This design comes from an exercise in tuning for small area and a short achievable clock period on the open sky130 flow, not from production work.
RTL that was checked went through simulation tests only; none was proved equivalent to the original.
No activity file was given, so power comes from the tool's default toggle rates.

// top
module top(clk,reset,a1,a2,a3,b1,b2,b3,c1,c2,c3,c4,c5,c6,c7,c8,c9);
 input wire clk,reset;
 input wire [7:0] a1,a2,a3,b1,b2,b3;
 output wire [16:0] c1,c2,c3,c4,c5,c6,c7,c8,c9;
 reg [7:0] a01n,a02n,a11n,a12n,a21n,a22n,b10n,b11n,b12n,b20n,b21n,b22n;
 reg [16:0] acc1,acc2,acc3,acc4,acc5,acc6,acc7,acc8,acc9;
 wire [16:0] n1,n2,n3,n4,n5,n6,n7,n8,n9;
 mac_pp m1 (.a(a1),    .b(b1),    .acc(acc1), .reset(reset), .nxt(n1));
 mac_np m2 (.an(a01n), .b(b2),    .acc(acc2), .reset(reset), .nxt(n2));
 mac_np m3 (.an(a02n), .b(b3),    .acc(acc3), .reset(reset), .nxt(n3));
 mac_pn m4 (.a(a2),    .bn(b10n), .acc(acc4), .reset(reset), .nxt(n4));
 mac_nn m5 (.an(a11n), .bn(b11n), .acc(acc5), .reset(reset), .nxt(n5));
 mac_nn m6 (.an(a12n), .bn(b12n), .acc(acc6), .reset(reset), .nxt(n6));
 mac_pn m7 (.a(a3),    .bn(b20n), .acc(acc7), .reset(reset), .nxt(n7));
 mac_nn m8 (.an(a21n), .bn(b21n), .acc(acc8), .reset(reset), .nxt(n8));
 mac_nn m9 (.an(a22n), .bn(b22n), .acc(acc9), .reset(reset), .nxt(n9));
 always @(posedge clk) begin
    if (reset) begin
  ...
Size in the first run: ~250 flip-flops, ~200 I/O pins.
export LEC_CHECK = 0
export CAP_MARGIN = 20
export CORE_MARGIN = 2
export CORE_UTILIZATION = 40
export SLEW_MARGIN = 20
export SYNTH_HIERARCHICAL = 1
create_clock -name core_clock -period 6.0 [get_ports {clk}]
standard.sh (not shown) runs the stock make flow with config.mk's settings and CLKGATE_MAP_FILE= SYNTH_SCRIPT=/design/flow/synth_recipe.tcl, a recipe that flattens the netlist after the stock synthesis.
==> flow/flow/run.sh <==
#!/bin/bash
# Standard ORFS layout with small port buffers and no CTS dummy loads.
set -euo pipefail
export BUFFER_PORTS_ARGS="-buffer_cell sky130_fd_sc_hd__buf_2"
export CTS_ARGS="-sink_clustering_enable -repair_clock_nets -dont_use_dummy_load -buf_list sky130_fd_sc_hd__clkbuf_8"
bash standard.sh > standard_flow.log 2>&1
==> next run, changes <==
Settings changed: SETUP_SLACK_MARGIN set to 2.15.
Outcome: Via count went up by 4.4%; first-iteration DRC count went up by 6.3%; total power went up by 24%; register-to-register slack gets better by 0.22 ns; synthesized cell count does not change; wire length went up by 9.0%; die area is unchanged; worst hold slack gets better by 0.0067 ns; clock power stays flat.
==> next run, changes <==
Settings changed: SETUP_SLACK_MARGIN 2.15 to 1.9.
Effect:
- final cell count goes down by 2.2%
- maximum frequency goes down by 3.5%
- total power goes down by 11%
- die area is unchanged
- wire length goes down by 5.7%
- clock power hardly moves
- setup slack loses 0.14 ns
- sequential share of layout area goes up by 1.3 points
- via count goes down by 3.4%
- synthesized cell count is unchanged
- global-route usage goes down by 0.41 points
No functional check of the RTL was part of any run of this note.

========
Setup of run A:
Another version of the RTL of top (not shown whole).
Size: roughly 2600 cells after synthesis, ~200 I/O pins, about 25000 sq um of cells after synthesis.
Settings: LEC_CHECK=0, CAP_MARGIN=20, CORE_MARGIN=2, CORE_UTILIZATION=40, SETUP_SLACK_MARGIN=1.9, SLEW_MARGIN=20, SYNTH_HIERARCHICAL=1; clock period 6.0 ns.
Scripts as last shown in full above: flow/flow/run.sh
Run A | stages: all done | timing, DRC, antenna: all pass
Input changes introduced in run B (baseline for comparison: run A):
-- flow/config.mk --
<<< run A, line 11
export SETUP_SLACK_MARGIN = 1.9
>>> run B, line 11
==> notes.md <==
Going from run A to run B, via count -0.86%, total wire length dropped about 2.1%, final worst-path cycle share picked up an extra 3.4 points, final weighted congestion of routability-driven global placement held, total power dropped 9.3%. Re net switching power of the design: run B and run A aren't equal, and the higher value belongs to run A. On measured slew at the worst slew-check pin, run A tracks run B almost exactly.
The following lists how run C was set up differently from run B:
-- flow/flow/run.sh --
<<< run B, line 2
# Standard ORFS layout with small port buffers and no CTS dummy loads.
>>> run C, line 2
# Standard ORFS layout, with buf_2 input buffers, buf_1 output buffers and no
# CTS dummy loads.
<<< run B, line 4
export BUFFER_PORTS_ARGS="-buffer_cell sky130_fd_sc_hd__buf_2"
>>> run C, line 5
export BUFFER_PORTS_ARGS="-inputs -buffer_cell sky130_fd_sc_hd__buf_2"
export PRE_GLOBAL_PLACE_TCL="$(pwd)/flow/pre_gpl.tcl"
==> flow/flow/pre_gpl.tcl (new file) <==
# Output ports get the smallest buffer: they drive only the fixed output load
# and have most of the cycle to spare.
buffer_ports -outputs -buffer_cell sky130_fd_sc_hd__buf_1
## What came out
The final reports for run C and run B show routed length on met1 lower in the former. Going from run B to run C, the total number of cells along the worst setup path was found to have gone down by 2. Via count went down by a few percent going from run B to run C. Run B → run C: synthesized area barely changed, maximum number of pins on one net before global-route repair climbed 23%. Run C gives less data required time at the worst endpoint than run B did. Run C — transition time of the tightest slew-check pin 0.18 ns lower, run B as reference. Run C vs. run B: power drawn by the combinational cells fell by about 7%; wire length of the first global-routing pass fell by 1.8%.
--- input diff run C..run D ---
==> flow/flow/run.sh <==
#!/bin/bash
# Standard ORFS layout with buf_1 port buffers (input ones then upsized) and
# no CTS dummy loads.
set -euo pipefail
export BUFFER_PORTS_ARGS="-buffer_cell sky130_fd_sc_hd__buf_1"
export POST_GLOBAL_PLACE_TCL="$(pwd)/flow/post_gpl.tcl"
export CTS_ARGS="-sink_clustering_enable -repair_clock_nets -dont_use_dummy_load -buf_list {sky130_fd_sc_hd__clkbuf_4 sky130_fd_sc_hd__clkbuf_8}"
bash standard.sh > standard_flow.log 2>&1
==> flow/flow/post_gpl.tcl (new file) <==
# Port buffers are inserted as buf_1; the input ones each drive a PE's partial
# products, so they get a stronger buffer.
foreach inst [get_cells input*] {
  replace_cell $inst sky130_fd_sc_hd__buf_4
}
removed: flow/flow/pre_gpl.tcl
Notes after the runs:
Run D finished every stage and its layout cleared the timing, design-rule and antenna checks. Delta (run D minus run C): total of fill cells in the finished design went up, combinational gate power went up 6.4%, transition time of the tightest slew-check pin rose by 0.19 ns.

re-timing with driven ports:
The results above use ideal ports. As a check the final layouts listed here were re-extracted and re-timed, cells and wires unchanged.
Step 1 (the two cells are an assumption about what drives the block):
set clk [get_ports {clk}]
set_driving_cell -lib_cell sky130_fd_sc_hd__clkbuf_16 $clk
set_driving_cell -lib_cell sky130_fd_sc_hd__buf_2 [delete_from_list [all_inputs] $clk]
Step 2 also shifts input and output timing later by t, the mid clock arrival at the registers, as if the neighbouring blocks saw the same clock.
Slacks: ideal / step 1 / step 2; pairs: ideal / step 1.
run | shift t [ns] | slack for setup (ns) | worst slew at a driven data input, ns | pins driven straight from the clock port
the first run of note 1 | 0.673 | 1.713 / 1.748 / 1.075 | 0.03 | 1
the second run of note 1 | 0.684 | 2.126 / 2.096 / 1.412 | 0.13 | 1
the third run of note 1 | 0.665 | 1.985 / 2.023 / 1.358 | 0.04 | 1
run A | 0.674 | 1.948 / 1.980 / 1.306 | 0.06 | 1
run B | 0.677 | 1.743 / 1.778 / 1.101 | 0.07 | 1
run C | 0.664 | 1.667 / 1.667 / 1.096 | 0.06 | 1
run D | 0.672 | 1.797 / 1.831 / 1.159 | 0.07 | 1
After both steps every run listed still meets setup and hold. The setup slack of the second run of note 1, which loses most, moves by -0.030 ns with the drivers and by -0.714 ns with both steps.
